This is an optimization exercise on Yosys and OpenROAD, whose aim is small area, not a production implementation. Function was checked by simulation only, so behaviour that the tests miss may differ from the original. No activity file was given, so power comes from the tool's default toggle rates.

===== flow/config.mk =====
export PLATFORM = sky130hd
export DESIGN_NAME = right_note_machine
export DESIGN_NICKNAME = right_note_machine
export VERILOG_FILES = /design/flow/design.v
export SDC_FILE = /design/flow/constraint.sdc
export NUM_CORES = 4
export LEC_CHECK = 0
export CAP_MARGIN = 20
export CORE_MARGIN = 2
export CORE_UTILIZATION = 40
export SLEW_MARGIN = 20
export SYNTH_MEMORY_MAX_BITS = 65536

===== flow/constraint.sdc =====
create_clock -name core_clock -period 10.0 [get_ports {clk}]
set_input_delay 2.0000 -clock core_clock [delete_from_list [all_inputs] [get_ports {clk}]]
set_output_delay 2.0000 -clock core_clock [all_outputs]
set_load 0.01 [all_outputs]

===== flow/design.v =====
`timescale 1ns / 1ps
module btn_dbc(
    input clk,
    input btn_in,
    input rst,
    input ena,
    output btn
    );
    reg [1:0] debounce;
    always @ (posedge clk) begin
        if (rst) begin
            debounce <= 0;
        end
        else begin
            case (debounce)
                0: debounce <= ena && btn_in;
                1: debounce <= ~ena ? 1 : (btn_in ? 2:0);
                2: debounce <= 3;
                3: debounce <= (ena &&~btn_in) ? 0:3;
                default: debounce <= 0;
            endcase
        end
    end
    assign btn = debounce == 2;
endmodule
module mem(
    input [3:0] songselect,
    input [8:0] A,
    input [4:0] pitchshift,
    output [9:0] romnote,
    output [4:0] rompit,
    output [3:0] bm1,
    output ge
    );
    wire s1 = songselect == 4'b0001;
    wire s2 = songselect == 4'b0010;
    wire s4 = songselect == 4'b0100;
    wire s8 = songselect == 4'b1000;
    assign ge = s1 ? A >= 9'd93 : s2 ? A >= 9'd67 : s4 ? A >= 9'd374 : s8 ? A >= 9'd10 : A >= 9'd200;
    wire n0 = A[0] ? 1'b0 : 1'b1;
    wire n1 = A[2] ? 1'b0 : n0;
    wire n2 = A[3] ? 1'b0 : n1;
    wire n3 = A[1] ? n0 : 1'b0;
    wire n4 = A[1] ? 1'b0 : n0;
    wire n5 = A[2] ? n4 : n3;
    wire n6 = A[4] ? n5 : n2;
    wire n7 = A[5] ? 1'b0 : n6;
    wire n8 = A[0] ? 1'b1 : 1'b0;
    wire n9 = A[1] ? 1'b0 : n8;
    wire n10 = A[2] ? n9 : 1'b0;
    wire n11 = A[3] ? n10 : 1'b0;
    wire n12 = A[4] ? n11 : 1'b0;
    wire n13 = A[5] ? 1'b0 : n12;
    wire n14 = A[6] ? n13 : n7;
    wire n15 = A[7] ? 1'b0 : n14;
    wire n16 = A[8] ? 1'b0 : n15;
    wire n17 = A[2] ? n3 : 1'b0;
    wire n18 = A[3] ? n17 : 1'b0;
    wire n19 = A[4] ? 1'b0 : n18;
    wire n20 = A[2] ? 1'b0 : n4;
    wire n21 = A[3] ? 1'b0 : n20;
    wire n22 = A[4] ? n21 : 1'b0;
    wire n23 = A[5] ? n22 : n19;
    wire n24 = A[6] ? 1'b0 : n23;
    wire n25 = A[7] ? 1'b0 : n24;
    wire n26 = A[8] ? 1'b0 : n25;
    wire n27 = A[2] ? 1'b0 : n3;
    wire n28 = A[3] ? 1'b0 : n27;
    wire n29 = A[4] ? n28 : n2;
    wire n30 = A[1] ? n8 : 1'b0;
    wire n31 = A[2] ? n30 : 1'b0;
    wire n32 = A[2] ? 1'b0 : n9;
    wire n33 = A[3] ? n32 : n31;
    wire n34 = A[3] ? n32 : 1'b0;
    wire n35 = A[4] ? n34 : n33;
    wire n36 = A[5] ? n35 : n29;
    wire n37 = A[1] ? n8 : n0;
    wire n38 = A[1] ? 1'b1 : n8;
    wire n39 = A[2] ? n38 : n37;
    wire n40 = A[3] ? n39 : 1'b0;
    wire n41 = A[2] ? n3 : 1'b1;
    wire n42 = A[2] ? n8 : 1'b1;
    wire n43 = A[3] ? n42 : n41;
    wire n44 = A[4] ? n43 : n40;
    wire n45 = A[1] ? n0 : n8;
    wire n46 = A[2] ? n3 : n45;
    wire n47 = A[1] ? n0 : 1'b1;
    wire n48 = A[2] ? n9 : n47;
    wire n49 = A[3] ? n48 : n46;
    wire n50 = A[1] ? 1'b1 : n0;
    wire n51 = A[2] ? 1'b1 : n50;
    wire n52 = A[3] ? n0 : n51;
    wire n53 = A[4] ? n52 : n49;
    wire n54 = A[5] ? n53 : n44;
    wire n55 = A[6] ? n54 : n36;
    wire n56 = A[2] ? n47 : 1'b0;
    wire n57 = A[3] ? n56 : 1'b0;
    wire n58 = A[1] ? 1'b0 : 1'b1;
    wire n59 = A[2] ? n58 : 1'b0;
    wire n60 = A[3] ? n59 : 1'b0;
    wire n61 = A[4] ? n60 : n57;
    wire n62 = A[2] ? n45 : 1'b0;
    wire n63 = A[3] ? 1'b0 : n62;
    wire n64 = A[2] ? 1'b0 : n45;
    wire n65 = A[3] ? n32 : n64;
    wire n66 = A[4] ? n65 : n63;
    wire n67 = A[5] ? n66 : n61;
    wire n68 = A[2] ? 1'b0 : n58;
    wire n69 = A[3] ? 1'b1 : n68;
    wire n70 = A[3] ? n62 : n4;
    wire n71 = A[4] ? n70 : n69;
    wire n72 = A[2] ? n4 : n0;
    wire n73 = A[3] ? 1'b0 : n72;
    wire n74 = A[4] ? 1'b0 : n73;
    wire n75 = A[5] ? n74 : n71;
    wire n76 = A[6] ? n75 : n67;
    wire n77 = A[7] ? n76 : n55;
    wire n78 = A[2] ? n0 : n45;
    wire n79 = A[3] ? n20 : n78;
    wire n80 = A[4] ? 1'b0 : n79;
    wire n81 = A[2] ? n4 : 1'b0;
    wire n82 = A[3] ? n62 : n81;
    wire n83 = A[4] ? n73 : n82;
    wire n84 = A[5] ? n83 : n80;
    wire n85 = A[4] ? n79 : 1'b0;
    wire n86 = A[5] ? 1'b0 : n85;
    wire n87 = A[6] ? n86 : n84;
    wire n88 = A[8] ? n87 : n77;
    wire n89 = A[3] ? n72 : 1'b0;
    wire n90 = A[3] ? 1'b0 : n32;
    wire n91 = A[4] ? n90 : n89;
    wire n92 = A[5] ? 1'b0 : n91;
    wire n93 = A[3] ? n81 : 1'b0;
    wire n94 = A[4] ? n93 : 1'b0;
    wire n95 = A[5] ? 1'b0 : n94;
    wire n96 = A[6] ? n95 : n92;
    wire n97 = A[7] ? 1'b0 : n96;
    wire n98 = A[8] ? 1'b0 : n97;
    wire n99 = A[4] ? 1'b0 : n11;
    wire n100 = A[3] ? n31 : 1'b0;
    wire n101 = A[4] ? 1'b0 : n100;
    wire n102 = A[5] ? n101 : n99;
    wire n103 = A[6] ? 1'b0 : n102;
    wire n104 = A[7] ? 1'b0 : n103;
    wire n105 = A[8] ? 1'b0 : n104;
    wire n106 = A[3] ? n31 : n20;
    wire n107 = A[4] ? n106 : n18;
    wire n108 = A[3] ? 1'b0 : n17;
    wire n109 = A[2] ? n9 : n30;
    wire n110 = A[3] ? 1'b0 : n109;
    wire n111 = A[4] ? n110 : n108;
    wire n112 = A[5] ? n111 : n107;
    wire n113 = A[6] ? n112 : 1'b0;
    wire n114 = A[2] ? 1'b0 : n30;
    wire n115 = A[3] ? n114 : n27;
    wire n116 = A[3] ? 1'b0 : n10;
    wire n117 = A[4] ? n116 : n115;
    wire n118 = A[5] ? 1'b0 : n117;
    wire n119 = A[1] ? 1'b1 : 1'b0;
    wire n120 = A[2] ? n119 : 1'b0;
    wire n121 = A[3] ? 1'b0 : n120;
    wire n122 = A[3] ? n81 : n10;
    wire n123 = A[4] ? n122 : n121;
    wire n124 = A[2] ? n4 : n9;
    wire n125 = A[3] ? n124 : 1'b0;
    wire n126 = A[4] ? n34 : n125;
    wire n127 = A[5] ? n126 : n123;
    wire n128 = A[6] ? n127 : n118;
    wire n129 = A[7] ? n128 : n113;
    wire n130 = A[3] ? n10 : n20;
    wire n131 = A[4] ? n21 : n130;
    wire n132 = A[4] ? n125 : n122;
    wire n133 = A[5] ? n132 : n131;
    wire n134 = A[4] ? n130 : n34;
    wire n135 = A[4] ? 1'b0 : n21;
    wire n136 = A[5] ? n135 : n134;
    wire n137 = A[6] ? n136 : n133;
    wire n138 = A[8] ? n137 : n129;
    wire n139 = A[4] ? n21 : n108;
    wire n140 = A[2] ? n0 : n3;
    wire n141 = A[3] ? n20 : n140;
    wire n142 = A[4] ? 1'b0 : n141;
    wire n143 = A[5] ? n142 : n139;
    wire n144 = A[3] ? n114 : 1'b0;
    wire n145 = A[4] ? n144 : 1'b0;
    wire n146 = A[5] ? 1'b0 : n145;
    wire n147 = A[6] ? n146 : n143;
    wire n148 = A[7] ? 1'b0 : n147;
    wire n149 = A[8] ? 1'b0 : n148;
    wire n150 = A[3] ? n5 : 1'b0;
    wire n151 = A[4] ? 1'b0 : n150;
    wire n152 = A[3] ? n3 : 1'b0;
    wire n153 = A[4] ? n100 : n152;
    wire n154 = A[5] ? n153 : n151;
    wire n155 = A[6] ? 1'b0 : n154;
    wire n156 = A[7] ? 1'b0 : n155;
    wire n157 = A[8] ? 1'b0 : n156;
    wire n158 = A[2] ? n50 : n3;
    wire n159 = A[2] ? 1'b0 : n8;
    wire n160 = A[3] ? n159 : n158;
    wire n161 = A[4] ? n160 : n110;
    wire n162 = A[2] ? n45 : n8;
    wire n163 = A[3] ? n162 : 1'b0;
    wire n164 = A[4] ? n163 : n150;
    wire n165 = A[5] ? n164 : n161;
    wire n166 = A[2] ? n30 : n3;
    wire n167 = A[3] ? n166 : n20;
    wire n168 = A[4] ? n116 : n167;
    wire n169 = A[3] ? n31 : n5;
    wire n170 = A[2] ? n119 : n30;
    wire n171 = A[3] ? n170 : n81;
    wire n172 = A[4] ? n171 : n169;
    wire n173 = A[5] ? n172 : n168;
    wire n174 = A[6] ? n173 : n165;
    wire n175 = A[2] ? n0 : n9;
    wire n176 = A[2] ? 1'b0 : n47;
    wire n177 = A[3] ? n176 : n175;
    wire n178 = A[3] ? n1 : n81;
    wire n179 = A[4] ? n178 : n177;
    wire n180 = A[2] ? 1'b1 : n8;
    wire n181 = A[3] ? n180 : n159;
    wire n182 = A[2] ? n0 : n4;
    wire n183 = A[3] ? n182 : n20;
    wire n184 = A[4] ? n183 : n181;
    wire n185 = A[5] ? n184 : n179;
    wire n186 = A[3] ? n159 : n17;
    wire n187 = A[4] ? n186 : n116;
    wire n188 = A[2] ? n8 : n0;
    wire n189 = A[3] ? n188 : 1'b0;
    wire n190 = A[5] ? n189 : n187;
    wire n191 = A[6] ? n190 : n185;
    wire n192 = A[7] ? n191 : n174;
    wire n193 = A[2] ? n0 : 1'b0;
    wire n194 = A[3] ? n193 : 1'b0;
    wire n195 = A[3] ? 1'b0 : n159;
    wire n196 = A[4] ? n195 : n194;
    wire n197 = A[4] ? n189 : n186;
    wire n198 = A[5] ? n197 : n196;
    wire n199 = A[4] ? n194 : n189;
    wire n200 = A[4] ? 1'b0 : n195;
    wire n201 = A[5] ? n200 : n199;
    wire n202 = A[6] ? n201 : n198;
    wire n203 = A[8] ? n202 : n192;
    wire n204 = A[3] ? n17 : n81;
    wire n205 = A[4] ? 1'b0 : n204;
    wire n206 = A[4] ? n141 : 1'b0;
    wire n207 = A[5] ? n206 : n205;
    wire n208 = A[3] ? n27 : 1'b0;
    wire n209 = A[4] ? n208 : 1'b0;
    wire n210 = A[5] ? 1'b0 : n209;
    wire n211 = A[6] ? n210 : n207;
    wire n212 = A[7] ? 1'b0 : n211;
    wire n213 = A[8] ? 1'b0 : n212;
    wire n214 = A[3] ? n159 : 1'b0;
    wire n215 = A[4] ? 1'b0 : n214;
    wire n216 = A[3] ? n4 : 1'b0;
    wire n217 = A[4] ? n18 : n216;
    wire n218 = A[5] ? n217 : n215;
    wire n219 = A[6] ? 1'b0 : n218;
    wire n220 = A[7] ? 1'b0 : n219;
    wire n221 = A[8] ? 1'b0 : n220;
    wire n222 = A[4] ? n11 : n33;
    wire n223 = A[4] ? n21 : n18;
    wire n224 = A[5] ? n223 : n222;
    wire n225 = A[4] ? n34 : 1'b0;
    wire n226 = A[5] ? 1'b0 : n225;
    wire n227 = A[6] ? n226 : n224;
    wire n228 = A[3] ? n20 : 1'b0;
    wire n229 = A[3] ? n59 : n109;
    wire n230 = A[4] ? n229 : n228;
    wire n231 = A[4] ? n33 : 1'b0;
    wire n232 = A[5] ? n231 : n230;
    wire n233 = A[3] ? 1'b0 : n68;
    wire n234 = A[4] ? 1'b0 : n233;
    wire n235 = A[3] ? n17 : n31;
    wire n236 = A[2] ? n9 : n0;
    wire n237 = A[3] ? 1'b0 : n236;
    wire n238 = A[4] ? n237 : n235;
    wire n239 = A[5] ? n238 : n234;
    wire n240 = A[6] ? n239 : n232;
    wire n241 = A[7] ? n240 : n227;
    wire n242 = A[3] ? n32 : n140;
    wire n243 = A[4] ? n242 : n144;
    wire n244 = A[2] ? n3 : n4;
    wire n245 = A[3] ? n244 : n31;
    wire n246 = A[4] ? n245 : 1'b0;
    wire n247 = A[5] ? n246 : n243;
    wire n248 = A[4] ? n144 : n237;
    wire n249 = A[4] ? 1'b0 : n242;
    wire n250 = A[5] ? n249 : n248;
    wire n251 = A[6] ? n250 : n247;
    wire n252 = A[8] ? n251 : n241;
    wire n253 = A[3] ? 1'b0 : n114;
    wire n254 = A[4] ? 1'b0 : n253;
    wire n255 = A[3] ? n140 : 1'b0;
    wire n256 = A[4] ? n21 : n255;
    wire n257 = A[5] ? n256 : n254;
    wire n258 = A[6] ? 1'b0 : n257;
    wire n259 = A[7] ? 1'b0 : n258;
    wire n260 = A[8] ? 1'b0 : n259;
    wire n261 = A[2] ? 1'b1 : 1'b0;
    wire n262 = A[3] ? 1'b0 : n261;
    wire n263 = A[3] ? n30 : 1'b0;
    wire n264 = A[4] ? n263 : n262;
    wire n265 = A[2] ? n30 : n9;
    wire n266 = A[3] ? 1'b0 : n265;
    wire n267 = A[3] ? n10 : n159;
    wire n268 = A[4] ? n267 : n266;
    wire n269 = A[5] ? n268 : n264;
    wire n270 = A[6] ? 1'b0 : n269;
    wire n271 = A[7] ? 1'b0 : n270;
    wire n272 = A[8] ? 1'b0 : n271;
    wire n273 = A[3] ? n159 : n31;
    wire n274 = A[4] ? n273 : 1'b0;
    wire n275 = A[4] ? n18 : 1'b0;
    wire n276 = A[5] ? n275 : n274;
    wire n277 = A[3] ? n114 : n81;
    wire n278 = A[4] ? 1'b0 : n277;
    wire n279 = A[5] ? n278 : n135;
    wire n280 = A[6] ? n279 : n276;
    wire n281 = A[3] ? n32 : n193;
    wire n282 = A[3] ? 1'b0 : n124;
    wire n283 = A[4] ? n282 : n281;
    wire n284 = A[3] ? n20 : n10;
    wire n285 = A[4] ? n284 : n63;
    wire n286 = A[5] ? n285 : n283;
    wire n287 = A[2] ? 1'b1 : n30;
    wire n288 = A[3] ? n287 : 1'b0;
    wire n289 = A[4] ? n21 : n288;
    wire n290 = A[2] ? n3 : n9;
    wire n291 = A[3] ? 1'b0 : n290;
    wire n292 = A[3] ? 1'b0 : n81;
    wire n293 = A[4] ? n292 : n291;
    wire n294 = A[5] ? n293 : n289;
    wire n295 = A[6] ? n294 : n286;
    wire n296 = A[7] ? n295 : n280;
    wire n297 = A[3] ? n27 : n10;
    wire n298 = A[4] ? n228 : n297;
    wire n299 = A[2] ? n4 : 1'b1;
    wire n300 = A[3] ? 1'b0 : n299;
    wire n301 = A[4] ? n291 : n300;
    wire n302 = A[5] ? n301 : n298;
    wire n303 = A[4] ? n297 : n292;
    wire n304 = A[4] ? n299 : n228;
    wire n305 = A[5] ? n304 : n303;
    wire n306 = A[6] ? n305 : n302;
    wire n307 = A[8] ? n306 : n296;
    wire n308 = A[5] ? 1'b0 : n275;
    wire n309 = A[6] ? 1'b0 : n308;
    wire n310 = A[7] ? 1'b0 : n309;
    wire n311 = A[8] ? 1'b0 : n310;
    wire n312 = A[2] ? n8 : 1'b0;
    wire n313 = A[3] ? 1'b0 : n312;
    wire n314 = A[4] ? n313 : n116;
    wire n315 = A[5] ? n314 : n223;
    wire n316 = A[3] ? 1'b0 : n193;
    wire n317 = A[4] ? 1'b0 : n316;
    wire n318 = A[5] ? 1'b0 : n317;
    wire n319 = A[6] ? n318 : n315;
    wire n320 = A[4] ? n253 : 1'b0;
    wire n321 = A[3] ? 1'b0 : n31;
    wire n322 = A[4] ? n321 : 1'b0;
    wire n323 = A[5] ? n322 : n320;
    wire n324 = A[6] ? 1'b0 : n323;
    wire n325 = A[7] ? n324 : n319;
    wire n326 = A[8] ? 1'b0 : n325;
    wire n327 = A[4] ? n255 : 1'b0;
    wire n328 = A[5] ? n327 : 1'b0;
    wire n329 = A[5] ? 1'b0 : n135;
    wire n330 = A[6] ? n329 : n328;
    wire n331 = A[7] ? 1'b0 : n330;
    wire n332 = A[8] ? 1'b0 : n331;
    wire n333 = A[2] ? n58 : n3;
    wire n334 = A[3] ? n333 : 1'b0;
    wire n335 = A[4] ? n334 : 1'b0;
    wire n336 = A[4] ? 1'b0 : n108;
    wire n337 = A[5] ? n336 : n335;
    wire n338 = A[4] ? 1'b0 : n90;
    wire n339 = A[5] ? 1'b0 : n338;
    wire n340 = A[6] ? n339 : n337;
    wire n341 = A[7] ? 1'b0 : n340;
    wire n342 = A[8] ? 1'b0 : n341;
    wire n343 = A[3] ? n109 : 1'b0;
    wire n344 = A[4] ? n100 : n343;
    wire n345 = A[3] ? 1'b0 : n5;
    wire n346 = A[4] ? n345 : n195;
    wire n347 = A[5] ? n346 : n344;
    wire n348 = A[5] ? 1'b0 : n200;
    wire n349 = A[6] ? n348 : n347;
    wire n350 = A[3] ? n1 : n32;
    wire n351 = A[4] ? n350 : 1'b0;
    wire n352 = A[3] ? n193 : n10;
    wire n353 = A[4] ? n352 : n195;
    wire n354 = A[5] ? n353 : n351;
    wire n355 = A[4] ? n313 : 1'b0;
    wire n356 = A[5] ? n355 : n12;
    wire n357 = A[6] ? n356 : n354;
    wire n358 = A[7] ? n357 : n349;
    wire n359 = A[5] ? n99 : n338;
    wire n360 = A[4] ? n90 : n313;
    wire n361 = A[5] ? 1'b0 : n360;
    wire n362 = A[6] ? n361 : n359;
    wire n363 = A[8] ? n362 : n358;
    wire n364 = A[3] ? n0 : n140;
    wire n365 = A[3] ? n20 : n0;
    wire n366 = A[4] ? n365 : n364;
    wire n367 = A[5] ? 1'b0 : n366;
    wire n368 = A[6] ? n367 : 1'b0;
    wire n369 = A[7] ? 1'b0 : n368;
    wire n370 = A[8] ? 1'b0 : n369;
    wire n371 = A[4] ? n365 : n253;
    wire n372 = A[4] ? n144 : n345;
    wire n373 = A[5] ? n372 : n371;
    wire n374 = A[4] ? 1'b0 : n28;
    wire n375 = A[5] ? 1'b0 : n374;
    wire n376 = A[6] ? n375 : n373;
    wire n377 = A[7] ? 1'b0 : n376;
    wire n378 = A[8] ? 1'b0 : n377;
    wire n379 = A[4] ? 1'b0 : n116;
    wire n380 = A[5] ? n379 : 1'b0;
    wire n381 = A[6] ? 1'b0 : n380;
    wire n382 = A[2] ? n9 : n4;
    wire n383 = A[3] ? n382 : 1'b0;
    wire n384 = A[4] ? n383 : 1'b0;
    wire n385 = A[5] ? n384 : n225;
    wire n386 = A[6] ? n385 : 1'b0;
    wire n387 = A[7] ? n386 : n381;
    wire n388 = A[4] ? 1'b0 : n34;
    wire n389 = A[5] ? n388 : n225;
    wire n390 = A[4] ? 1'b0 : n383;
    wire n391 = A[5] ? n34 : n390;
    wire n392 = A[6] ? n391 : n389;
    wire n393 = A[8] ? n392 : n387;
    wire n394 = A[3] ? n244 : n17;
    wire n395 = A[4] ? n394 : 1'b0;
    wire n396 = A[5] ? n135 : n395;
    wire n397 = A[6] ? 1'b0 : n396;
    wire n398 = A[7] ? 1'b0 : n397;
    wire n399 = A[8] ? 1'b0 : n398;
    wire n400 = A[5] ? n225 : 1'b0;
    wire n401 = A[6] ? n329 : n400;
    wire n402 = A[7] ? 1'b0 : n401;
    wire n403 = A[8] ? 1'b0 : n402;
    wire n404 = A[5] ? n135 : 1'b0;
    wire n405 = A[4] ? n20 : 1'b0;
    wire n406 = A[5] ? n405 : 1'b0;
    wire n407 = A[6] ? n406 : n404;
    wire n408 = A[8] ? n407 : 1'b0;
    wire n409 = A[2] ? n8 : n9;
    wire n410 = A[3] ? n409 : n312;
    wire n411 = A[4] ? n410 : 1'b0;
    wire n412 = A[5] ? n338 : n411;
    wire n413 = A[6] ? 1'b0 : n412;
    wire n414 = A[7] ? 1'b0 : n413;
    wire n415 = A[8] ? 1'b0 : n414;
    wire n416 = A[5] ? n355 : 1'b0;
    wire n417 = A[6] ? 1'b0 : n416;
    wire n418 = A[7] ? 1'b0 : n417;
    wire n419 = A[8] ? 1'b0 : n418;
    wire n420 = A[2] ? n58 : 1'b1;
    wire n421 = A[3] ? n420 : 1'b1;
    wire n422 = A[4] ? n421 : 1'b1;
    wire n423 = A[5] ? 1'b0 : n422;
    wire n424 = A[6] ? n423 : 1'b1;
    wire n425 = A[7] ? 1'b0 : n424;
    wire n426 = A[8] ? 1'b0 : n425;
    wire n427 = A[1] ? n8 : 1'b1;
    wire n428 = A[2] ? n427 : 1'b1;
    wire n429 = A[3] ? n428 : 1'b1;
    wire n430 = A[2] ? 1'b1 : n38;
    wire n431 = A[3] ? 1'b1 : n430;
    wire n432 = A[4] ? n431 : n429;
    wire n433 = A[2] ? n0 : 1'b1;
    wire n434 = A[3] ? 1'b1 : n433;
    wire n435 = A[4] ? n434 : 1'b1;
    wire n436 = A[5] ? n435 : n432;
    wire n437 = A[3] ? 1'b1 : n42;
    wire n438 = A[3] ? n51 : 1'b1;
    wire n439 = A[4] ? n438 : n437;
    wire n440 = A[2] ? n38 : 1'b1;
    wire n441 = A[3] ? 1'b1 : n440;
    wire n442 = A[4] ? 1'b1 : n441;
    wire n443 = A[5] ? n442 : n439;
    wire n444 = A[6] ? n443 : n436;
    wire n445 = A[2] ? n30 : 1'b1;
    wire n446 = A[2] ? 1'b1 : n119;
    wire n447 = A[3] ? n446 : n445;
    wire n448 = A[4] ? 1'b1 : n447;
    wire n449 = A[3] ? n42 : 1'b1;
    wire n450 = A[4] ? n431 : n449;
    wire n451 = A[5] ? n450 : n448;
    wire n452 = A[3] ? n430 : 1'b1;
    wire n453 = A[4] ? n452 : 1'b1;
    wire n454 = A[5] ? n453 : 1'b1;
    wire n455 = A[6] ? n454 : n451;
    wire n456 = A[7] ? n455 : n444;
    wire n457 = A[4] ? 1'b1 : n452;
    wire n458 = A[5] ? 1'b1 : n457;
    wire n459 = A[6] ? n458 : 1'b1;
    wire n460 = A[8] ? n459 : n456;
    wire n461 = A[6] ? n13 : 1'b0;
    wire n462 = A[7] ? 1'b0 : n461;
    wire n463 = A[8] ? 1'b0 : n462;
    wire n464 = A[2] ? 1'b1 : n47;
    wire n465 = A[3] ? n464 : n42;
    wire n466 = A[2] ? n4 : n427;
    wire n467 = A[3] ? n466 : n427;
    wire n468 = A[4] ? n467 : n465;
    wire n469 = A[2] ? 1'b1 : n427;
    wire n470 = A[3] ? n469 : n430;
    wire n471 = A[2] ? n47 : n38;
    wire n472 = A[3] ? 1'b1 : n471;
    wire n473 = A[4] ? n472 : n470;
    wire n474 = A[5] ? n473 : n468;
    wire n475 = A[6] ? n474 : n436;
    wire n476 = A[2] ? n50 : 1'b1;
    wire n477 = A[3] ? n476 : 1'b1;
    wire n478 = A[4] ? 1'b1 : n477;
    wire n479 = A[5] ? 1'b1 : n478;
    wire n480 = A[2] ? 1'b1 : n37;
    wire n481 = A[3] ? n480 : 1'b1;
    wire n482 = A[4] ? n421 : n481;
    wire n483 = A[4] ? n452 : n431;
    wire n484 = A[5] ? n483 : n482;
    wire n485 = A[6] ? n484 : n479;
    wire n486 = A[7] ? n485 : n475;
    wire n487 = A[2] ? n38 : n58;
    wire n488 = A[3] ? 1'b1 : n487;
    wire n489 = A[4] ? 1'b1 : n488;
    wire n490 = A[4] ? n431 : n421;
    wire n491 = A[5] ? n490 : n489;
    wire n492 = A[4] ? n488 : n452;
    wire n493 = A[5] ? 1'b1 : n492;
    wire n494 = A[6] ? n493 : n491;
    wire n495 = A[8] ? n494 : n486;
    wire n496 = A[3] ? n471 : n261;
    wire n497 = A[3] ? n51 : n0;
    wire n498 = A[4] ? n497 : n496;
    wire n499 = A[2] ? n50 : n45;
    wire n500 = A[2] ? n50 : n0;
    wire n501 = A[3] ? n500 : n499;
    wire n502 = A[2] ? n38 : 1'b0;
    wire n503 = A[3] ? n502 : n20;
    wire n504 = A[4] ? n503 : n501;
    wire n505 = A[5] ? n504 : n498;
    wire n506 = A[6] ? 1'b0 : n505;
    wire n507 = A[7] ? 1'b0 : n506;
    wire n508 = A[8] ? 1'b0 : n507;
    wire n509 = A[5] ? n355 : n223;
    wire n510 = A[4] ? n34 : n316;
    wire n511 = A[2] ? n4 : n45;
    wire n512 = A[3] ? 1'b0 : n511;
    wire n513 = A[4] ? 1'b0 : n512;
    wire n514 = A[5] ? n513 : n510;
    wire n515 = A[6] ? n514 : n509;
    wire n516 = A[3] ? n68 : n56;
    wire n517 = A[4] ? 1'b0 : n516;
    wire n518 = A[4] ? n21 : n194;
    wire n519 = A[5] ? n518 : n517;
    wire n520 = A[6] ? 1'b0 : n519;
    wire n521 = A[7] ? n520 : n515;
    wire n522 = A[8] ? 1'b0 : n521;
    wire n523 = A[4] ? n438 : 1'b1;
    wire n524 = A[3] ? 1'b1 : n39;
    wire n525 = A[4] ? 1'b1 : n524;
    wire n526 = A[5] ? n525 : n523;
    wire n527 = A[6] ? n526 : 1'b1;
    wire n528 = A[3] ? n1 : 1'b1;
    wire n529 = A[4] ? n431 : n528;
    wire n530 = A[5] ? n529 : n448;
    wire n531 = A[6] ? 1'b1 : n530;
    wire n532 = A[7] ? n531 : n527;
    wire n533 = A[8] ? 1'b1 : n532;
    wire n534 = A[3] ? n299 : 1'b1;
    wire n535 = A[4] ? n534 : 1'b1;
    wire n536 = A[5] ? 1'b0 : n535;
    wire n537 = A[6] ? n536 : 1'b1;
    wire n538 = A[7] ? 1'b0 : n537;
    wire n539 = A[8] ? 1'b0 : n538;
    wire n540 = A[5] ? n234 : 1'b1;
    wire n541 = A[3] ? n446 : 1'b0;
    wire n542 = A[4] ? n541 : 1'b0;
    wire n543 = A[5] ? 1'b1 : n542;
    wire n544 = A[6] ? n543 : n540;
    wire n545 = A[7] ? 1'b1 : n544;
    wire n546 = A[8] ? 1'b1 : n545;
    wire n547 = A[2] ? 1'b0 : 1'b1;
    wire n548 = A[3] ? n430 : n547;
    wire n549 = A[2] ? n119 : n38;
    wire n550 = A[3] ? n549 : n3;
    wire n551 = A[4] ? n550 : n548;
    wire n552 = A[2] ? n38 : n30;
    wire n553 = A[3] ? n552 : n68;
    wire n554 = A[4] ? n553 : n321;
    wire n555 = A[5] ? n554 : n551;
    wire n556 = A[6] ? 1'b1 : n555;
    wire n557 = A[7] ? 1'b1 : n556;
    wire n558 = A[8] ? 1'b1 : n557;
    wire n559 = A[3] ? n48 : 1'b1;
    wire n560 = A[2] ? n47 : 1'b1;
    wire n561 = A[3] ? n560 : n445;
    wire n562 = A[4] ? n561 : n559;
    wire n563 = A[3] ? 1'b1 : n502;
    wire n564 = A[2] ? n37 : n58;
    wire n565 = A[2] ? n119 : n47;
    wire n566 = A[3] ? n565 : n564;
    wire n567 = A[4] ? n566 : n563;
    wire n568 = A[5] ? n567 : n562;
    wire n569 = A[2] ? n37 : 1'b1;
    wire n570 = A[3] ? n569 : 1'b1;
    wire n571 = A[4] ? n570 : 1'b1;
    wire n572 = A[3] ? 1'b1 : n420;
    wire n573 = A[2] ? n47 : n119;
    wire n574 = A[3] ? n573 : 1'b1;
    wire n575 = A[4] ? n574 : n572;
    wire n576 = A[5] ? n575 : n571;
    wire n577 = A[6] ? n576 : n568;
    wire n578 = A[3] ? 1'b1 : n549;
    wire n579 = A[3] ? n446 : 1'b1;
    wire n580 = A[4] ? n579 : n578;
    wire n581 = A[2] ? n119 : 1'b1;
    wire n582 = A[3] ? n581 : 1'b1;
    wire n583 = A[4] ? n582 : n480;
    wire n584 = A[5] ? n583 : n580;
    wire n585 = A[2] ? n58 : n37;
    wire n586 = A[3] ? n585 : 1'b1;
    wire n587 = A[4] ? n586 : 1'b1;
    wire n588 = A[2] ? 1'b1 : n58;
    wire n589 = A[3] ? 1'b1 : n588;
    wire n590 = A[3] ? n569 : n446;
    wire n591 = A[4] ? n590 : n589;
    wire n592 = A[5] ? n591 : n587;
    wire n593 = A[6] ? n592 : n584;
    wire n594 = A[7] ? n593 : n577;
    wire n595 = A[3] ? 1'b1 : n58;
    wire n596 = A[3] ? 1'b1 : n581;
    wire n597 = A[4] ? n596 : n595;
    wire n598 = A[4] ? n589 : n586;
    wire n599 = A[5] ? n598 : n597;
    wire n600 = A[4] ? n595 : n590;
    wire n601 = A[4] ? 1'b1 : n596;
    wire n602 = A[5] ? n601 : n600;
    wire n603 = A[6] ? n602 : n599;
    wire n604 = A[8] ? n603 : n594;
    wire n605 = A[2] ? n119 : n58;
    wire n606 = A[3] ? n605 : 1'b1;
    wire n607 = A[4] ? 1'b1 : n606;
    wire n608 = A[2] ? n0 : n47;
    wire n609 = A[3] ? n0 : n608;
    wire n610 = A[4] ? n0 : n609;
    wire n611 = A[5] ? n610 : n607;
    wire n612 = A[4] ? n497 : n0;
    wire n613 = A[5] ? 1'b1 : n612;
    wire n614 = A[6] ? n613 : n611;
    wire n615 = A[7] ? 1'b1 : n614;
    wire n616 = A[8] ? 1'b1 : n615;
    wire n617 = A[3] ? 1'b1 : n560;
    wire n618 = A[3] ? n446 : n0;
    wire n619 = A[4] ? n618 : n617;
    wire n620 = A[2] ? n8 : n30;
    wire n621 = A[2] ? n38 : n8;
    wire n622 = A[3] ? n621 : n620;
    wire n623 = A[4] ? n622 : n501;
    wire n624 = A[5] ? n623 : n619;
    wire n625 = A[6] ? 1'b1 : n624;
    wire n626 = A[7] ? 1'b1 : n625;
    wire n627 = A[8] ? 1'b1 : n626;
    wire n628 = A[2] ? n45 : 1'b1;
    wire n629 = A[3] ? n628 : 1'b1;
    wire n630 = A[2] ? n30 : n119;
    wire n631 = A[3] ? 1'b1 : n630;
    wire n632 = A[4] ? n631 : n629;
    wire n633 = A[2] ? n30 : n8;
    wire n634 = A[3] ? 1'b1 : n633;
    wire n635 = A[2] ? n58 : n47;
    wire n636 = A[2] ? n119 : n45;
    wire n637 = A[3] ? n636 : n635;
    wire n638 = A[4] ? n637 : n634;
    wire n639 = A[5] ? n638 : n632;
    wire n640 = A[3] ? n428 : n287;
    wire n641 = A[4] ? n640 : n534;
    wire n642 = A[3] ? n51 : n68;
    wire n643 = A[4] ? n642 : n617;
    wire n644 = A[5] ? n643 : n641;
    wire n645 = A[6] ? n644 : n639;
    wire n646 = A[2] ? n50 : n38;
    wire n647 = A[3] ? n120 : n646;
    wire n648 = A[4] ? n438 : n647;
    wire n649 = A[2] ? 1'b1 : n4;
    wire n650 = A[3] ? n649 : n469;
    wire n651 = A[4] ? n477 : n650;
    wire n652 = A[5] ? n651 : n648;
    wire n653 = A[2] ? n47 : n427;
    wire n654 = A[3] ? n653 : 1'b1;
    wire n655 = A[4] ? n654 : 1'b1;
    wire n656 = A[3] ? 1'b1 : n464;
    wire n657 = A[3] ? n428 : n51;
    wire n658 = A[4] ? n657 : n656;
    wire n659 = A[5] ? n658 : n655;
    wire n660 = A[6] ? n659 : n652;
    wire n661 = A[7] ? n660 : n645;
    wire n662 = A[3] ? 1'b1 : n47;
    wire n663 = A[3] ? 1'b1 : n476;
    wire n664 = A[4] ? n663 : n662;
    wire n665 = A[4] ? n656 : n654;
    wire n666 = A[5] ? n665 : n664;
    wire n667 = A[4] ? n662 : n657;
    wire n668 = A[4] ? 1'b1 : n663;
    wire n669 = A[5] ? n668 : n667;
    wire n670 = A[6] ? n669 : n666;
    wire n671 = A[8] ? n670 : n661;
    wire n672 = A[4] ? n233 : 1'b0;
    wire n673 = A[5] ? n672 : 1'b0;
    wire n674 = A[6] ? 1'b0 : n673;
    wire n675 = A[7] ? 1'b0 : n674;
    wire n676 = A[8] ? 1'b0 : n675;
    wire n677 = A[4] ? n321 : n116;
    wire n678 = A[5] ? n677 : n22;
    wire n679 = A[4] ? 1'b0 : n321;
    wire n680 = A[5] ? 1'b0 : n679;
    wire n681 = A[6] ? n680 : n678;
    wire n682 = A[7] ? 1'b0 : n681;
    wire n683 = A[8] ? 1'b0 : n682;
    wire n684 = A[2] ? n30 : n4;
    wire n685 = A[3] ? n684 : 1'b0;
    wire n686 = A[4] ? n685 : n235;
    wire n687 = A[4] ? n144 : n321;
    wire n688 = A[5] ? n687 : n686;
    wire n689 = A[6] ? n375 : n688;
    wire n690 = A[7] ? 1'b0 : n689;
    wire n691 = A[8] ? 1'b0 : n690;
    wire n692 = A[5] ? 1'b0 : n336;
    wire n693 = A[6] ? n692 : 1'b0;
    wire n694 = A[7] ? 1'b0 : n693;
    wire n695 = A[8] ? 1'b0 : n694;
    assign romnote[0] = s1 ? n16 : s2 ? n26 : s4 ? n88 : 1'b0;
    assign romnote[1] = s1 ? n98 : s2 ? n105 : s4 ? n138 : 1'b0;
    assign romnote[2] = s1 ? n149 : s2 ? n157 : s4 ? n203 : 1'b0;
    assign romnote[3] = s1 ? n213 : s2 ? n221 : s4 ? n252 : 1'b0;
    assign romnote[4] = s1 ? n260 : s2 ? n272 : s4 ? n307 : 1'b0;
    assign romnote[5] = s1 ? 1'b0 : s2 ? n311 : s4 ? n326 : 1'b0;
    assign romnote[6] = s1 ? n332 : s2 ? n342 : s4 ? n363 : 1'b0;
    assign romnote[7] = s1 ? n370 : s2 ? n378 : s4 ? n393 : 1'b0;
    assign romnote[8] = s1 ? n399 : s2 ? n403 : s4 ? n408 : 1'b0;
    assign romnote[9] = s1 ? n415 : s2 ? n419 : s4 ? 1'b0 : 1'b0;
    assign rompit[0] = s1 ? n426 : s2 ? n311 : s4 ? n460 : (s8 & (A < 9'd10) & pitchshift[0]);
    assign rompit[1] = s1 ? n463 : s2 ? 1'b0 : s4 ? n495 : (s8 & (A < 9'd10) & pitchshift[1]);
    assign rompit[2] = s1 ? n463 : s2 ? n508 : s4 ? n522 : (s8 & (A < 9'd10) & pitchshift[2]);
    assign rompit[3] = s1 ? n463 : s2 ? n508 : s4 ? n533 : (s8 & (A < 9'd10) & pitchshift[3]);
    assign rompit[4] = s1 ? n539 : s2 ? 1'b0 : s4 ? 1'b0 : (s8 & (A < 9'd10) & pitchshift[4]);
    assign bm1[0] = s1 ? n546 : s2 ? n558 : s4 ? n604 : 1'b1;
    assign bm1[1] = s1 ? n616 : s2 ? n627 : s4 ? n671 : 1'b1;
    assign bm1[2] = s1 ? 1'b0 : s2 ? n676 : s4 ? n683 : 1'b0;
    assign bm1[3] = s1 ? 1'b0 : s2 ? n691 : s4 ? n695 : 1'b0;
endmodule
`timescale 1ns / 1ps
module right_note_machine (
    input clk,
    input rst,  
    input [9:0] rawnote,  
    input mode,  
    input pitchUP,  
    input pitchDOWN,  
    input autospeed,  
    input cycle,  
    input [3:0] songselect,
    output tx  
    );
    reg [9:0] tcnt;
    reg rst_q;
    always @(posedge clk) begin
        rst_q <= rst;
        if (rst) tcnt <= 10'd0;
        else tcnt <= tcnt + 10'd1;
    end
    wire tick = ~rst_q & (tcnt[3:0] == 4'd0);        
    wire beat_fast = tick & (tcnt[8:4] == 5'd0);     
    wire beat_slow = beat_fast & ~tcnt[9];           
    wire btnUP, btnDOWN, btnMODE;
    btn_dbc bUP(clk, pitchUP, rst, tick, btnUP);
    btn_dbc bDOWN(clk, pitchDOWN, rst, tick, btnDOWN);
    btn_dbc bMODE(clk, mode, rst, tick, btnMODE);
    reg playbackMode;
    reg [4:0] pitch;
    always @(posedge clk) begin
        if (rst) playbackMode <= 1'b0;
        else if (btnMODE) playbackMode <= ~playbackMode;
        if (rst) pitch <= 5'd7;
        else if (btnDOWN) pitch <= (pitch == 5'd0) ? 5'd0 : pitch - 5'd1;
        else if (btnUP) pitch <= (pitch == 5'd19) ? 5'd19 : pitch + 5'd1;
    end
    reg [8:0] step;   
    reg [3:0] cnt;    
    wire [9:0] romnote;
    wire [4:0] rompit;
    wire [3:0] bm1;
    wire ge;
    mem m0(songselect, step, pitch, romnote, rompit, bm1, ge);
    wire play = playbackMode & ~(ge & ~cycle);
    wire [9:0] key = play ? (romnote | rawnote) : rawnote;
    wire [4:0] ps = play ? rompit : pitch;
    wire pulse = play & (autospeed ? beat_slow : beat_fast);
    always @(posedge clk) begin
        if (rst) begin
            step <= 9'd0;
            cnt <= 4'd0;
        end else if (pulse) begin
            if (cnt == bm1) begin
                cnt <= 4'd0;
                step <= ge ? 9'd0 : step + 9'd1;  
            end else cnt <= cnt + 4'd1;
        end
    end
    reg [9:0] key_reg;
    reg [9:0] difference;
    reg [4:0] ps_reg;
    reg mstart;
    reg working;      
    wire mready = ~working;
    wire pchg = ps_reg != ps;
    wire [9:0] src = pchg ? key_reg : difference;
    wire [9:0] first = src & (~src + 10'd1);
    wire any = |src;
    reg [3:0] koff;
    always @(*) begin
        case (1'b1)
            first[0]: koff = 4'd0;
            first[1]: koff = 4'd2;
            first[2]: koff = 4'd3;
            first[3]: koff = 4'd5;
            first[4]: koff = 4'd7;
            first[5]: koff = 4'd8;
            first[6]: koff = 4'd10;
            first[7]: koff = 4'd12;
            first[8]: koff = 4'd14;
            default: koff = 4'd15;
        endcase
    end
    wire new_on = ~pchg & |(first & key);
    reg msg_on;
    reg [6:0] msg_note;
    always @(posedge clk) begin
        if (rst) begin
            difference <= 10'd0;
            key_reg <= 10'd0;
            ps_reg <= 5'd7;
            mstart <= 1'b0;
        end else begin
            difference <= key ^ key_reg;
            if (mready) begin
                ps_reg <= ps;
                if (any) begin
                    key_reg <= (key_reg & ~first) | (first & key & {10{~pchg}});
                    mstart <= 1'b1;
                end
            end else mstart <= 1'b0;
        end
        if (mready & any & ~mstart) begin
            msg_on <= new_on;
            msg_note <= 7'h32 + koff + ps_reg;
        end
    end
    reg [1:0] datasel;    
    reg tstart;
    reg running;
    reg [3:0] count;      
    reg [2:0] cd;         
    wire last = running & (cd == 3'd7) & (count == 4'd10);
    wire tready = (~running & ~tstart) | last;
    always @(posedge clk) begin
        if (rst) begin
            working <= 1'b0;
            datasel <= 2'd0;
            tstart <= 1'b0;
        end else begin
            tstart <= working & tready;
            if (mstart & ~working) begin
                working <= 1'b1;
                datasel <= 2'd0;
            end else if (working) begin
                if (tready) datasel <= datasel + 2'd1;
                else if (datasel == 2'd3) begin
                    working <= 1'b0;
                    datasel <= 2'd0;
                end
            end
        end
        if (rst) begin
            running <= 1'b0;
            cd <= 3'd0;
            count <= 4'd0;
        end else if (~running) running <= tstart;
        else if (last) begin
            running <= 1'b0;
            cd <= 3'd0;
            count <= 4'd0;
        end else {count, cd} <= {count, cd} + 7'd1;
    end
    wire [7:0] tbyte = (datasel == 2'd1) ? {3'b100, msg_on, 4'b0000} :
                       (datasel == 2'd2) ? {1'b0, msg_note} : 8'h20;
    reg bitv;
    always @(*) begin
        case (count)
            4'd0: bitv = 1'b0;
            4'd1: bitv = tbyte[0];
            4'd2: bitv = tbyte[1];
            4'd3: bitv = tbyte[2];
            4'd4: bitv = tbyte[3];
            4'd5: bitv = tbyte[4];
            4'd6: bitv = tbyte[5];
            4'd7: bitv = tbyte[6];
            4'd8: bitv = tbyte[7];
            default: bitv = 1'b1;
        endcase
    end
    assign tx = ~running | bitv;
endmodule

===== flow/run.sh =====
#!/bin/bash
# synth_recipe.tcl (not shown) runs the flow's synth.tcl, then flattens the netlist and writes it again
# the make line also repeats each setting of config.mk as NAME=value (left out here)
make -C /OpenROAD-flow-scripts/flow DESIGN_CONFIG=/design/flow/config.mk WORK_HOME=/design/flow/orfs CLKGATE_MAP_FILE= SYNTH_SCRIPT=/design/flow/synth_recipe.tcl finish

==> results.txt <==
## cell usage after synthesis, types with 31 or more instances
master	count	area share
a21oi_1	114	0.062
nor3_1	39	0.021
nand3_1	47	0.025
inv_1	37	0.015
nand2_1	108	0.044
o21ai_0	115	0.062
nor2_1	119	0.048
clkbuf_1	86	0.035
dfxtp_1	74	0.16
nand2b_1	34	0.023
mux2i_1	31	0.033
ha_1	37	0.050
## power breakdown
part	switching [mW]	leakage (nW)	internal (mW)
logic	0.166	2.48	0.111
clock network	0.144	0.134	0.171
registers	0.0318	0.682	0.376
## kinds of logic after synthesis
family | share of synthesized area
xor gates and xnor gates | 0.0406
buffers and inverters | 0.0705
DFF | 0.186
muxes | 0.0407
adders and majority gates | 0.0521
AOI/OAI and AO/OA | 0.325
and+or+nand+nor | 0.286
## final timing paths
check                 from     endpoint  slack [ns]  cells after the start
max          songselect[1]  msg_note[5]        2.39                     17
min                tcnt[0]      tcnt[0]        0.45                      1
max reg2reg        step[1]  msg_note[5]        2.85                     18
min reg2reg        tcnt[0]      tcnt[0]        0.45                      1
## layout make-up
type	instances	share of cell area
clock buffers	11	0.0237
well taps	285	0.0363
clock inverters	5	0.00407
multi-input cells	1078	0.703
repair buffers	48	0.0415
flip-flops and latches	82	0.176
inverters	40	0.0153
## cells in the final DEF (no fill, tap or decap), types with 21 or more instances in the layout
cell type,instances
nor2_1,119
o21ai_0,115
a21oi_1,114
nand2_1,108
dfxtp_1,69
nand3_1,47
nor3_1,39
inv_1,37
ha_1,37
nand2b_1,34
mux2i_1,31
buf_4,27
nor2b_1,26
xor2_1,25
a31oi_1,22
a211oi_1,21
## routing by layer
metal / part of all wire / up-vias / GRT usage
li1: - / 4818 / -
met4: 0.070 / 0 / 0.191
met2: 0.41 / 744 / 0.462
met1: 0.40 / 4962 / 0.421
met3: 0.11 / 217 / 0.0759
met5: 0 / - / 0
## worst max-delay path: cells and delay by family
kind	cells	cell delay, ns
buffers and inverters	1	0.58
adders and majority gates	2	0.78
and+or+nand+nor	6	1.96
muxes	1	0.52
AOI/OAI and AO/OA	6	1.81
xor gates and xnor gates	1	0.07
## through the flow
stage | std cells | util | total power [mW]
after global placement | 1533 | 0.421 | 0.683
after detailed placement | 1533 | 0.421 | 0.687
final | 1549 | 0.433 | 0.999
after CTS | 1549 | 0.433 | 1.00
after floorplan | 1324 | - | 0.610
after global routing | 1549 | 0.433 | 1.06
==> impl_metrics.tcl <==
set metrics [dict create \
    status "timing/DRC/antenna clean" \
    grt_pass1_vias 10000 \
    first_iter_violations 1769 \
    cts_hold_buf 0 \
    fmax_mhz 131 \
    cts_sinks 82 \
    routabilityCongestion 1.02 \
    powerDensity_nw_per_um2 102 \
    critPathMaxStageDelay_ns 0.75 \
    die_area_um2 24400 \
    tns_ns 0 \
    finalWirelength_um 38800 \
    end_kind "register" \
    drv_slew 0 \
    nets 1318 \
    final_cell_area_um2 9830 \
    syn_nets 1383 \
    synthDistinctLibCells 90 \
    portBuffers 21 \
    cts-resized-gates 0 \
    ys_async_sr_fraction 0 \
    initial_core_util 0.408 \
    synth_warnings 2 \
    wl_per_cell_um 25.0 \
    antenna_found_initial 0 \
    place.detailed.hpwl_um 26700 \
    antenna_left 0 \
    core-area_um2 22700 \
    numCtsBuffers 9 \
    layout-drive-gt1-share 0.0641 \
    start_kind "primary input" \
    track_usage 0.317 \
    drv_cap 0 \
    crit_chain "clkdlybuf4s50_1 -> or4b_4 -> or4_1 -> o21a_1 -> o2111ai_2 -> and2_1 -> nor3_2 -> a31oi_4 -> mux2i_1 -> o21ai_0 -> o21ai_0 -> ha_1 -> fa_1 -> a21oi_1 -> nor2_1 -> nor2_1 -> xnor2_1" \
    hold_ws_ns 0.450 \
    slowest_stage "a31oi_4" \
    multi_input_area_um2 6910 \
    grt_overflow 0 \
    cts_setup_buffers 0 \
    num_rows 55 \
    dp_worst_setup_slack_ns 2.08 \
    clk_latency_ns 0.36 \
    synth_edf_count 8 \
    regArea_um2 1730 \
    tightest_slew_ns 1.14 \
    synth-seq-cells 82 \
    worstPathMaxFanout 34 \
    synth.avg_cell_area_um2 7.01 \
    skew_ns 0.0124 \
    path_clk_slew_ns 0.06 \
    grt_pass1_wl_um 59900 \
    synthFlopType "dfxtp_1" \
    clockBufferDepth 2 \
    slew-limit-headroom 0.231 \
    drc_errors 0 \
    placed_area_um2 9550 \
    firstDrtPassIters 6 \
    io_pins 22 \
    worst-setup-path-type "primary input to register" \
    setup_viol 0 \
    synthesis.area_um2 9280 \
    rsz0062_at_grt "no" \
    ir_drop_mv 0.0906 \
    timing.final.crit_period_ns 7.61 \
    die_h_um 156 \
    area_delta_synth_final_pct 6.00 \
    cts_tree "done" \
    vias 10700 \
    synth_cells 1324 \
    critPathArrivalTime_ns 7.71 \
    fp.dieW_um 156 \
    period_share 0.761 \
    htree_levels 3 \
    hold_class "register to register" \
    grt_max_degree 68 \
    routed_via_density 6.93 \
    cts_root_buf "clkbuf_16" \
    finalHoldViolCount 0 \
    diodes 0 \
    cellLeakagePower_nw 3.29 \
    critical_path_required_ns 10.10 \
    nFillCells 2372 \
    yosysSeqAreaShare 0.186 \
    fin_ws_ns 2.39 \
]

[port drivers added, routing unchanged]
In the flow no input, the clock included, has a driving cell. The finished layout below was timed again as built, in two steps. Step 1, drivers: a clkbuf_16 drives clk and a buf_2 each remaining input, both assumed. Step 2 adds t to the input delays and takes it off the output delays; t is the mean of the earliest and latest rising clock arrival at the registers after step 1. Input paths then give back, and output paths get back, about the clock's delay inside the block. Slacks: ideal / step 1 / step 2; pairs: ideal / step 1.
t (ns): 0.393
slack for setup (ns): 2.390 / 2.394 / 2.001
slew at the worst register clock pin (ns): 0.07 / 0.07
cell pins on the clock port's net: 1
After both steps this run still meets setup and hold. The setup slack of this run moves by +0.004 ns with the drivers and by -0.389 ns with both steps.
